Context: an optimization exercise on an open-source flow, tuned for small area, a short achievable clock period and few clock cycles per item. The choices shown serve that exercise and are no tape-out recipe.
Where RTL was checked, it was by simulation tests only, not by an equivalence proof against the original.

==> flow/design.v (excerpt) <==
module IOTDF (input clk, input rst, input in_en, input [7:0] iot_in, input [2:0] fn_sel,
              output busy, output valid, output [127:0] iot_out);
For scale: ~2500 cells after synthesis, roughly 270 flip-flops, ~140 I/O pins, roughly 0.017 sq mm of cells after synthesis.
==> flow/config.mk <==
export PLATFORM = sky130hd
export DESIGN_NAME = IOTDF
export DESIGN_NICKNAME = IOTDF
export VERILOG_FILES = /design/flow/design.v
export SDC_FILE = /design/flow/constraint.sdc
export NUM_CORES = 4
export LEC_CHECK = 0
export ABC_AREA = 1
export ABC_CLOCK_PERIOD_IN_PS = 2300
export CAP_MARGIN = 20
export CORE_MARGIN = 2
export CORE_UTILIZATION = 30
export CTS_BUF_LIST = sky130_fd_sc_hd__clkbuf_8
export CTS_CLUSTER_DIAMETER = 60
export CTS_CLUSTER_SIZE = 14
export PLACE_DENSITY = 0.75
export SETUP_SLACK_MARGIN = 2.3
export SLEW_MARGIN = 20
==> flow/constraint.sdc <==
create_clock -name core_clock -period 4.5 [get_ports {clk}]
set_input_delay 0.9000 -clock core_clock [delete_from_list [all_inputs] [get_ports {clk}]]
set_output_delay 0.9000 -clock core_clock [all_outputs]
set_load 0.01 [all_outputs]
standard.sh (not shown) runs the stock make flow with config.mk's settings and CLKGATE_MAP_FILE= SYNTH_SCRIPT=/design/flow/synth_recipe.tcl, a recipe that flattens the netlist after the stock synthesis.
==> flow/flow/run.sh <==
#!/bin/bash
# Standard ORFS layout (the standard.sh, standard synthesis), with the
# port buffers made of sky130_fd_sc_hd__buf_1 instead of the resizer's default pick.
set -uo pipefail
export BUFFER_PORTS_ARGS="-buffer_cell sky130_fd_sc_hd__buf_1"
bash standard.sh > standard_flow.log 2>&1
Testbench counts at the start, summed over its fixed seeds: cycles 8,100, items 480.
==> next run, changes <==
--- a/flow/design.v
+++ b/flow/design.v
@@ -606,85 +606,93 @@
             for (i = 7; i >= 0; i = i - 1) begin
                 b = b ^ g[i];
                 g2b[i] = b;
             end
         end
     endfunction
     reg         busy_r, valid_r;
     reg [3:0]   cnt;         
     reg         m_des, m_enc;    
+    reg         m_e0, m_d1;      
+    reg         ldA, ldB, ldC;   
+    reg         amt1;            
     reg         plsb;        
     reg [127:0] O;           
     reg         act;         
     reg [3:0]   rc;          
     reg [31:0]  Lr, Rr;
     reg [27:0]  Cr, Dr;
     reg [7:0]   P;           
     assign busy = busy_r;
     assign valid = valid_r;
     assign iot_out = O;
     wire [127:0] blk   = {O[119:0], iot_in};       
     wire         first = (cnt == 4'd0);
     wire         last  = in_en & (cnt == 4'd15);
-    wire         load  = last & m_des;
+    wire         load  = ldC;    
     wire         copy  = act & (rc == 4'd0);
     wire [55:0]  cd0 = pc1(blk[127:64]);
     wire [47:0]  K   = pc2({Cr, Dr});
     wire [47:0]  sx  = e(Rr) ^ K;
     wire [31:0]  so  = {s1(sx[47:42]), s2(sx[41:36]), s3(sx[35:30]), s4(sx[29:24]),
                         s5(sx[23:18]), s6(sx[17:12]), s7(sx[11:6]), s8(sx[5:0])};
     wire [31:0]  Rn  = Lr ^ pp(so);
     wire [63:0]  des_out = fp({Rn, Rr});
     wire [55:0]  cd_key  = m_enc ? {Cr, Dr} : {Cr[0], Cr[27:1], Dr[0], Dr[27:1]};
     wire [63:0]  key_out = ipc1(cd_key, P);
-    wire         amt1 = (rc == 4'd1) | (rc == 4'd8) | (rc == 4'd15);
     wire         f_crc = (fn_sel == 3'd3);
     wire         f_b2g = (fn_sel == 3'd4);
     wire         f_g2b = (fn_sel == 3'd5);
     wire         c_in = ~first & (f_g2b ? O[0] : plsb);
     wire [2:0]   crc_in = first ? 3'd0 : O[2:0];
     reg  [7:0]   byte_in;
     always @(*) begin
         if (f_crc)      byte_in = {5'd0, crc8(crc_in, iot_in)};
         else if (f_b2g) byte_in = iot_in ^ {c_in, iot_in[7:1]};
         else if (f_g2b) byte_in = g2b(c_in, iot_in);
         else            byte_in = iot_in;
     end
     wire busy_n = ~(in_en & (cnt == 4'd14)) &
                   (load | (act & ~((rc == 4'd0) | (rc == 4'd15))));
     wire valid_n = (last & ~m_des) | copy;
     always @(posedge clk or posedge rst) begin
         if (rst) begin
-            busy_r <= 1'b0; valid_r <= 1'b0;
+            busy_r <= 1'b0; valid_r <= 1'b0; ldC <= 1'b0;
             cnt <= 4'd0;
             act <= 1'b0;
         end else begin
             busy_r <= busy_n; valid_r <= valid_n;
+            ldC <= in_en & (cnt == 4'd14) & ((fn_sel == 3'd1) | (fn_sel == 3'd2));
             if (in_en) cnt <= cnt + 4'd1;
             if (load) act <= 1'b1;
             else if (copy) act <= 1'b0;
         end
     end
     always @(posedge clk) begin
         plsb <= iot_in[0];
         m_des <= (fn_sel == 3'd1) | (fn_sel == 3'd2);
         m_enc <= (fn_sel == 3'd1);
+        m_e0 <= fn_sel[0];
+        m_d1 <= fn_sel[1];
+        ldA <= in_en & (cnt == 4'd14) & ~fn_sel[2];
+        ldB <= in_en & (cnt == 4'd14);
+        amt1 <= load | (rc == 4'd7) | (rc == 4'd14);
         rc <= load ? 4'd1 : rc + 4'd1;
         if (copy) O <= {key_out, des_out};
         else O <= {O[119:8], O[7:3], O[2:0] & {3{~f_crc}}, byte_in};
-        if (load) begin
-            {Lr, Rr} <= ip(blk[63:0]);
-            {Cr, Dr} <= m_enc ? {cd0[54:28], cd0[55], cd0[26:0], cd0[27]} : cd0;
-            P <= {blk[120], blk[112], blk[104], blk[96], blk[88], blk[80], blk[72], blk[64]};
-        end else begin
+        if (ldB) {Lr, Rr} <= ip(blk[63:0]);
+        else begin
             Lr <= Rr;
             Rr <= Rn;
-            if (m_enc) begin
-                if (amt1) {Cr, Dr} <= {Cr[26:0], Cr[27], Dr[26:0], Dr[27]};
-                else      {Cr, Dr} <= {Cr[25:0], Cr[27:26], Dr[25:0], Dr[27:26]};
-            end else begin
-                if (amt1) {Cr, Dr} <= {Cr[0], Cr[27:1], Dr[0], Dr[27:1]};
-                else      {Cr, Dr} <= {Cr[1:0], Cr[27:2], Dr[1:0], Dr[27:2]};
-            end
+        end
+        if (ldA) begin
+            {Cr, Dr} <= m_d1 ? cd0 : {cd0[54:28], cd0[55], cd0[26:0], cd0[27]};
+            P <= {blk[120], blk[112], blk[104], blk[96], blk[88], blk[80], blk[72], blk[64]};
+        end else if (m_e0) begin
+            if (amt1) {Cr, Dr} <= {Cr[26:0], Cr[27], Dr[26:0], Dr[27]};
+            else      {Cr, Dr} <= {Cr[25:0], Cr[27:26], Dr[25:0], Dr[27:26]};
+        end else begin
+            if (amt1) {Cr, Dr} <= {Cr[0], Cr[27:1], Dr[0], Dr[27:1]};
+            else      {Cr, Dr} <= {Cr[1:0], Cr[27:2], Dr[1:0], Dr[27:2]};
         end
     end
 endmodule
Outcome:
- die area climbs by 1.1%
- sequential cell count rises by 6
- non-clock buffer count fell by 15
- via count drops by 0.34%
- hold slack improves by 0.021 ns
- worst setup slack degrades by 0.0069 ns
- first-iteration DRC count falls by 26%
- cell area is higher by 1.2%
- maximum frequency is lower by 0.31%
- count of clock-buffer cells in the layout came out lower by 1
- register-to-register slack gets worse by 0.03 ns
- synthesized area goes up by 1.1%
No functional check of the RTL was part of the second run of this note.


Setup of xenon:
Starting RTL as in the previous note.
Settings: LEC_CHECK=0, ABC_AREA=1, ABC_CLOCK_PERIOD_IN_PS=2300, CAP_MARGIN=20, CORE_MARGIN=2, CORE_UTILIZATION=40, CTS_BUF_LIST=sky130_fd_sc_hd__clkbuf_8, CTS_CLUSTER_DIAMETER=60, CTS_CLUSTER_SIZE=14, SETUP_SLACK_MARGIN=2.2, SLEW_MARGIN=20; clock period 4.5 ns.
Scripts as last shown in full above: flow/flow/run.sh
xenon ended with every stage complete and zero timing, DRC or antenna violations.
Testbench counts of xenon, summed over its fixed seeds: cycles 8,100, items 480.
Setup changes, xenon to harbor
diff --git a/flow/design.v b/flow/design.v
--- a/flow/design.v
+++ b/flow/design.v
@@ -607,41 +607,43 @@
                 b = b ^ g[i];
                 g2b[i] = b;
             end
         end
     endfunction
     reg         busy_r, valid_r;
     reg [3:0]   cnt;         
     reg         m_des, m_enc;    
+    reg         m_e0, m_d1;      
+    reg         ldA, ldB, ldC;   
+    reg         amt1;            
     reg         plsb;        
     reg [127:0] O;           
     reg         act;         
     reg [3:0]   rc;          
     reg [31:0]  Lr, Rr;
     reg [27:0]  Cr, Dr;
     reg [7:0]   P;           
     assign busy = busy_r;
     assign valid = valid_r;
     assign iot_out = O;
     wire [127:0] blk   = {O[119:0], iot_in};       
     wire         first = (cnt == 4'd0);
     wire         last  = in_en & (cnt == 4'd15);
-    wire         load  = last & m_des;
+    wire         load  = ldC;    
     wire         copy  = act & (rc == 4'd0);
     wire [55:0]  cd0 = pc1(blk[127:64]);
     wire [47:0]  K   = pc2({Cr, Dr});
     wire [47:0]  sx  = e(Rr) ^ K;
     wire [31:0]  so  = {s1(sx[47:42]), s2(sx[41:36]), s3(sx[35:30]), s4(sx[29:24]),
                         s5(sx[23:18]), s6(sx[17:12]), s7(sx[11:6]), s8(sx[5:0])};
     wire [31:0]  Rn  = Lr ^ pp(so);
     wire [63:0]  des_out = fp({Rn, Rr});
     wire [55:0]  cd_key  = m_enc ? {Cr, Dr} : {Cr[0], Cr[27:1], Dr[0], Dr[27:1]};
     wire [63:0]  key_out = ipc1(cd_key, P);
-    wire         amt1 = (rc == 4'd1) | (rc == 4'd8) | (rc == 4'd15);
     wire         f_crc = (fn_sel == 3'd3);
     wire         f_b2g = (fn_sel == 3'd4);
     wire         f_g2b = (fn_sel == 3'd5);
     wire         c_in = ~first & (f_g2b ? O[0] : plsb);
     wire [2:0]   crc_in = first ? 3'd0 : O[2:0];
     reg  [7:0]   byte_in;
     always @(*) begin
         if (f_crc)      byte_in = {5'd0, crc8(crc_in, iot_in)};
@@ -649,42 +651,48 @@
         else if (f_g2b) byte_in = g2b(c_in, iot_in);
         else            byte_in = iot_in;
     end
     wire busy_n = ~(in_en & (cnt == 4'd14)) &
                   (load | (act & ~((rc == 4'd0) | (rc == 4'd15))));
     wire valid_n = (last & ~m_des) | copy;
     always @(posedge clk or posedge rst) begin
         if (rst) begin
-            busy_r <= 1'b0; valid_r <= 1'b0;
+            busy_r <= 1'b0; valid_r <= 1'b0; ldC <= 1'b0;
             cnt <= 4'd0;
             act <= 1'b0;
         end else begin
             busy_r <= busy_n; valid_r <= valid_n;
+            ldC <= in_en & (cnt == 4'd14) & ((fn_sel == 3'd1) | (fn_sel == 3'd2));
             if (in_en) cnt <= cnt + 4'd1;
             if (load) act <= 1'b1;
             else if (copy) act <= 1'b0;
         end
     end
     always @(posedge clk) begin
         plsb <= iot_in[0];
         m_des <= (fn_sel == 3'd1) | (fn_sel == 3'd2);
         m_enc <= (fn_sel == 3'd1);
+        m_e0 <= fn_sel[0];
+        m_d1 <= fn_sel[1];
+        ldA <= in_en & (cnt == 4'd14) & ~fn_sel[2];
+        ldB <= in_en & (cnt == 4'd14);
+        amt1 <= load | (rc == 4'd7) | (rc == 4'd14);
         rc <= load ? 4'd1 : rc + 4'd1;
         if (copy) O <= {key_out, des_out};
         else O <= {O[119:8], O[7:3], O[2:0] & {3{~f_crc}}, byte_in};
-        if (load) begin
-            {Lr, Rr} <= ip(blk[63:0]);
-            {Cr, Dr} <= m_enc ? {cd0[54:28], cd0[55], cd0[26:0], cd0[27]} : cd0;
-            P <= {blk[120], blk[112], blk[104], blk[96], blk[88], blk[80], blk[72], blk[64]};
-        end else begin
+        if (ldB) {Lr, Rr} <= ip(blk[63:0]);
+        else begin
             Lr <= Rr;
             Rr <= Rn;
-            if (m_enc) begin
-                if (amt1) {Cr, Dr} <= {Cr[26:0], Cr[27], Dr[26:0], Dr[27]};
-                else      {Cr, Dr} <= {Cr[25:0], Cr[27:26], Dr[25:0], Dr[27:26]};
-            end else begin
-                if (amt1) {Cr, Dr} <= {Cr[0], Cr[27:1], Dr[0], Dr[27:1]};
-                else      {Cr, Dr} <= {Cr[1:0], Cr[27:2], Dr[1:0], Dr[27:2]};
-            end
+        end
+        if (ldA) begin
+            {Cr, Dr} <= m_d1 ? cd0 : {cd0[54:28], cd0[55], cd0[26:0], cd0[27]};
+            P <= {blk[120], blk[112], blk[104], blk[96], blk[88], blk[80], blk[72], blk[64]};
+        end else if (m_e0) begin
+            if (amt1) {Cr, Dr} <= {Cr[26:0], Cr[27], Dr[26:0], Dr[27]};
+            else      {Cr, Dr} <= {Cr[25:0], Cr[27:26], Dr[25:0], Dr[27:26]};
+        end else begin
+            if (amt1) {Cr, Dr} <= {Cr[0], Cr[27:1], Dr[0], Dr[27:1]};
+            else      {Cr, Dr} <= {Cr[1:0], Cr[27:2], Dr[1:0], Dr[27:2]};
         end
     end
 endmodule
Findings:
- In harbor relative to xenon, total length of routed met2 wires had gone up slightly.
- Comparing harbor and xenon, the lower first-pass GRT wire length was measured on xenon.
- Routed length per instance: harbor vs xenon, no meaningful difference
- Total nets after synthesis was lower in xenon than in harbor.
- Placed cell count came out higher on harbor than on xenon.
- In the tables for harbor and xenon, post-detailed-placement half-perimeter wirelength reads lower with xenon.
- Min area growth from synthesis to layout across harbor and xenon: harbor
- Number of distinct library cells after synthesis: harbor > xenon
- Per the comparison of harbor with xenon, clock latency on the worst-skew pair has decreased; multi-input logic area up 64 µm².
The RTL of harbor was laid out without a check of its function.

[static timing again, ports no longer ideal]
No port has a modelled driver above. Below, the same layouts with a new extraction and two added sets of constraints.
Step 1 (the two cells are an assumption about what drives the block):
set clk [get_ports {clk}]
set_driving_cell -lib_cell sky130_fd_sc_hd__clkbuf_16 $clk
set_driving_cell -lib_cell sky130_fd_sc_hd__buf_2 [delete_from_list [all_inputs] $clk]
Step 2 adds t to the input delays and takes it off the output delays; t is the mean of the earliest and latest rising clock arrival at the registers after step 1. Input paths then give back, and output paths get back, about the clock's delay inside the block.
Three values: ideal ports, drivers, drivers and shift; two values: the first two.
run	t (ns)	slack for setup (ns)	worst setup path after step 2	worst register clock-pin slew, ns	cell pins on the clock port's net
the first run of note 1	0.670	2.315 / 2.265 / 1.789	input to register	0.10 / 0.10	1
the second run of note 1	0.663	2.309 / 2.277 / 1.881	input to register	0.10 / 0.10	1
xenon	0.677	2.234 / 2.225 / 1.778	input to register	0.09 / 0.09	1
harbor	0.655	2.225 / 2.176 / 1.769	input to register	0.10 / 0.10	1
After both steps every run listed still meets setup and hold. For the first run of note 1, which loses most, drivers alone change the setup slack by -0.050 ns; drivers and shift together by -0.526 ns.
